What follows belongs to an exercise in optimizing a design on an open flow for small area and a short achievable clock period; a production flow would make more cautious choices.
The RTL was checked by simulation tests, not by an equivalence proof against the original design.

==> 11-18 <==
==> flow/design.v <==
module dwt_haar2d
#(parameter WIDTH = 128                      
)
(
    input                     HCLK,          
    input                     HRESETn,       
    input                     in_valid,      
    input       [7:0]         in_r0,         
    input       [7:0]         in_g0,
    input       [7:0]         in_b0,
    input       [7:0]         in_r1,         
    input       [7:0]         in_g1,
    input       [7:0]         in_b1,
    output reg                out_valid,
    output reg  signed [9:0]  out_r_ca,
    output reg  signed [9:0]  out_g_ca,
    output reg  signed [9:0]  out_b_ca,
    output reg  signed [9:0]  out_r_ch,
    output reg  signed [9:0]  out_g_ch,
    output reg  signed [9:0]  out_b_ch,
    output reg  signed [9:0]  out_r_cv,
    output reg  signed [9:0]  out_g_cv,
    output reg  signed [9:0]  out_b_cv,
    output reg  signed [9:0]  out_r_cd,
    output reg  signed [9:0]  out_g_cd,
    output reg  signed [9:0]  out_b_cd
);
localparam PAIRS = WIDTH/2;
reg        v1;                               
reg [5:0]  col;                              
reg        row_odd;                          
always @(posedge HCLK, negedge HRESETn) begin
    if (!HRESETn)
        v1 <= 1'b0;
    else
        v1 <= in_valid;
end
always @(posedge HCLK, negedge HRESETn) begin
    if (!HRESETn) begin
        col     <= 6'd0;
        row_odd <= 1'b0;
    end else if (v1) begin
        col <= col + 6'd1;
        if (col == PAIRS-1)
            row_odd <= ~row_odd;
    end
end
wire [8:0] sum_r  = {1'b0, in_r0} + {1'b0, in_r1};
wire [8:0] sum_g  = {1'b0, in_g0} + {1'b0, in_g1};
wire [8:0] sum_b  = {1'b0, in_b0} + {1'b0, in_b1};
wire [8:0] diff_r = {1'b0, in_r0} - {1'b0, in_r1};
wire [8:0] diff_g = {1'b0, in_g0} - {1'b0, in_g1};
wire [8:0] diff_b = {1'b0, in_b0} - {1'b0, in_b1};
reg [47:0] lh;                               
always @(posedge HCLK)
    lh <= {sum_r[8:1], sum_g[8:1], sum_b[8:1], diff_r[8:1], diff_g[8:1], diff_b[8:1]};
wire [7:0] L_r = lh[47:40], L_g = lh[39:32], L_b = lh[31:24];     
wire [7:0] H_r = lh[23:16], H_g = lh[15:8],  H_b = lh[7:0];       
reg [47:0] sr [0:PAIRS-1];
integer i;
always @(posedge HCLK) begin
    if (v1) begin
        sr[0] <= lh;
        for (i = 1; i < PAIRS; i = i + 1)
            sr[i] <= sr[i-1];
    end
end
wire [47:0] top = sr[PAIRS-1];
wire [7:0] tL_r = top[47:40], tL_g = top[39:32], tL_b = top[31:24];
wire [7:0] tH_r = top[23:16], tH_g = top[15:8],  tH_b = top[7:0];
always @(posedge HCLK, negedge HRESETn) begin
    if (!HRESETn)
        out_valid <= 1'b0;
    else
        out_valid <= v1 && row_odd;
end
always @(posedge HCLK) begin
    out_r_ca <= {2'b00, tL_r} + {2'b00, L_r};
    out_g_ca <= {2'b00, tL_g} + {2'b00, L_g};
    out_b_ca <= {2'b00, tL_b} + {2'b00, L_b};
    out_r_ch <= {2'b00, tL_r} - {2'b00, L_r};
    out_g_ch <= {2'b00, tL_g} - {2'b00, L_g};
    out_b_ch <= {2'b00, tL_b} - {2'b00, L_b};
    out_r_cv <= {{2{tH_r[7]}}, tH_r} + {{2{H_r[7]}}, H_r};
    out_g_cv <= {{2{tH_g[7]}}, tH_g} + {{2{H_g[7]}}, H_g};
    out_b_cv <= {{2{tH_b[7]}}, tH_b} + {{2{H_b[7]}}, H_b};
    out_r_cd <= {{2{tH_r[7]}}, tH_r} - {{2{H_r[7]}}, H_r};
    out_g_cd <= {{2{tH_g[7]}}, tH_g} - {{2{H_g[7]}}, H_g};
    out_b_cd <= {{2{tH_b[7]}}, tH_b} - {{2{H_b[7]}}, H_b};
end
endmodule
==> flow/run.sh <==
#!/bin/bash
# synth_recipe.tcl (not shown) runs the flow's synth.tcl, then flattens the netlist and writes it again
# the make line also repeats each setting of config.mk as NAME=value (left out here)
make -C /OpenROAD-flow-scripts/flow DESIGN_CONFIG=/design/flow/config.mk WORK_HOME=/design/flow/orfs CLKGATE_MAP_FILE= SYNTH_SCRIPT=/design/flow/synth_recipe.tcl finish
==> flow/config.mk <==
export PLATFORM = sky130hd
export DESIGN_NAME = dwt_haar2d
export DESIGN_NICKNAME = dwt_haar2d
export VERILOG_FILES = /design/flow/design.v
export SDC_FILE = /design/flow/constraint.sdc
export NUM_CORES = 4
export LEC_CHECK = 0
export CAP_MARGIN = 20
export CORE_MARGIN = 2
export CORE_UTILIZATION = 70
export CTS_BUF_LIST = sky130_fd_sc_hd__clkbuf_16
export CTS_CLUSTER_DIAMETER = 100
export CTS_CLUSTER_SIZE = 25
export PLACE_DENSITY = 0.75
export SETUP_SLACK_MARGIN = 3.5
export SLEW_MARGIN = 20
==> flow/constraint.sdc <==
create_clock -name core_clock -period 7.0 [get_ports {HCLK}]
set_input_delay 1.4000 -clock core_clock [delete_from_list [all_inputs] [get_ports {HCLK}]]
set_output_delay 1.4000 -clock core_clock [all_outputs]
set_load 0.01 [all_outputs]
==> 05-02: changes against 11-18 <==
- CORE_UTILIZATION: 70 -> 65
- CTS_CLUSTER_SIZE: 25 -> 22
- PLACE_DENSITY: 0.75 -> 0.85
- SETUP_SLACK_MARGIN: 3.5 -> 4.6
==> results.sh <==
export IMPL_cp_startpoint="out_b_ch[0]"
export IMPL_grt_first_pass_wirelength_um=205000
export IMPL_wl_met3_um=5930
export IMPL_worstReg2RegEnd="sr[60][36]"
export IMPL_initial_core_util_pct=70.6
export IMPL_status="no timing/DRC/antenna violations"
export IMPL_use_met1_pct=29.4
export IMPL_clock_area_share_pct=3.71
export IMPL_netSwitchingPower_uw=7110
export IMPL_power_frac_clock_pct=26.7
Source of the figures above: 11-18

==> results.sh <==
export IMPL_status="no timing/DRC/antenna violations"
export IMPL_netSwitchingPower_uw=7920
export IMPL_wl_met3_um=12100
export IMPL_power_frac_clock_pct=28.3
export IMPL_clock_area_share_pct=4.22
Source of the figures above: 05-02

[what the ideal ports hide]
Ports are ideal in the flow. The routed layouts listed here were re-timed in OpenROAD. Step 1 sets driving cells, clkbuf_16 on the clock port and buf_2 on the other inputs (assumed; they add their load-dependent delay and slew). Step 2 times the ports against the registers' clock, not the clock port: input delays grow and output delays shrink by t, the midpoint of the rising clock arrivals with the driver on. Slacks: no drivers / after step 1 / after step 2; pairs: no drivers / after step 1.
| run | shift t [ns] | slack for setup (ns) | worst hold slack (ns) | latest minus earliest clock arrival (ns) | worst slew at a driven data input, ns |
|---|---|---|---|---|---|
| 11-18 | 0.855 | 3.896 / 3.820 / 3.399 | 0.411 / 0.411 / 0.411 | 0.033 / 0.033 | 0.29 |
| 05-02 | 0.848 | 4.258 / 4.190 / 3.489 | 0.400 / 0.400 / 0.400 | 0.048 / 0.048 | 0.26 |
After both steps setup and hold are still met in every run listed. For 05-02, which loses most, drivers alone change the setup slack by -0.068 ns; drivers and shift together by -0.769 ns.
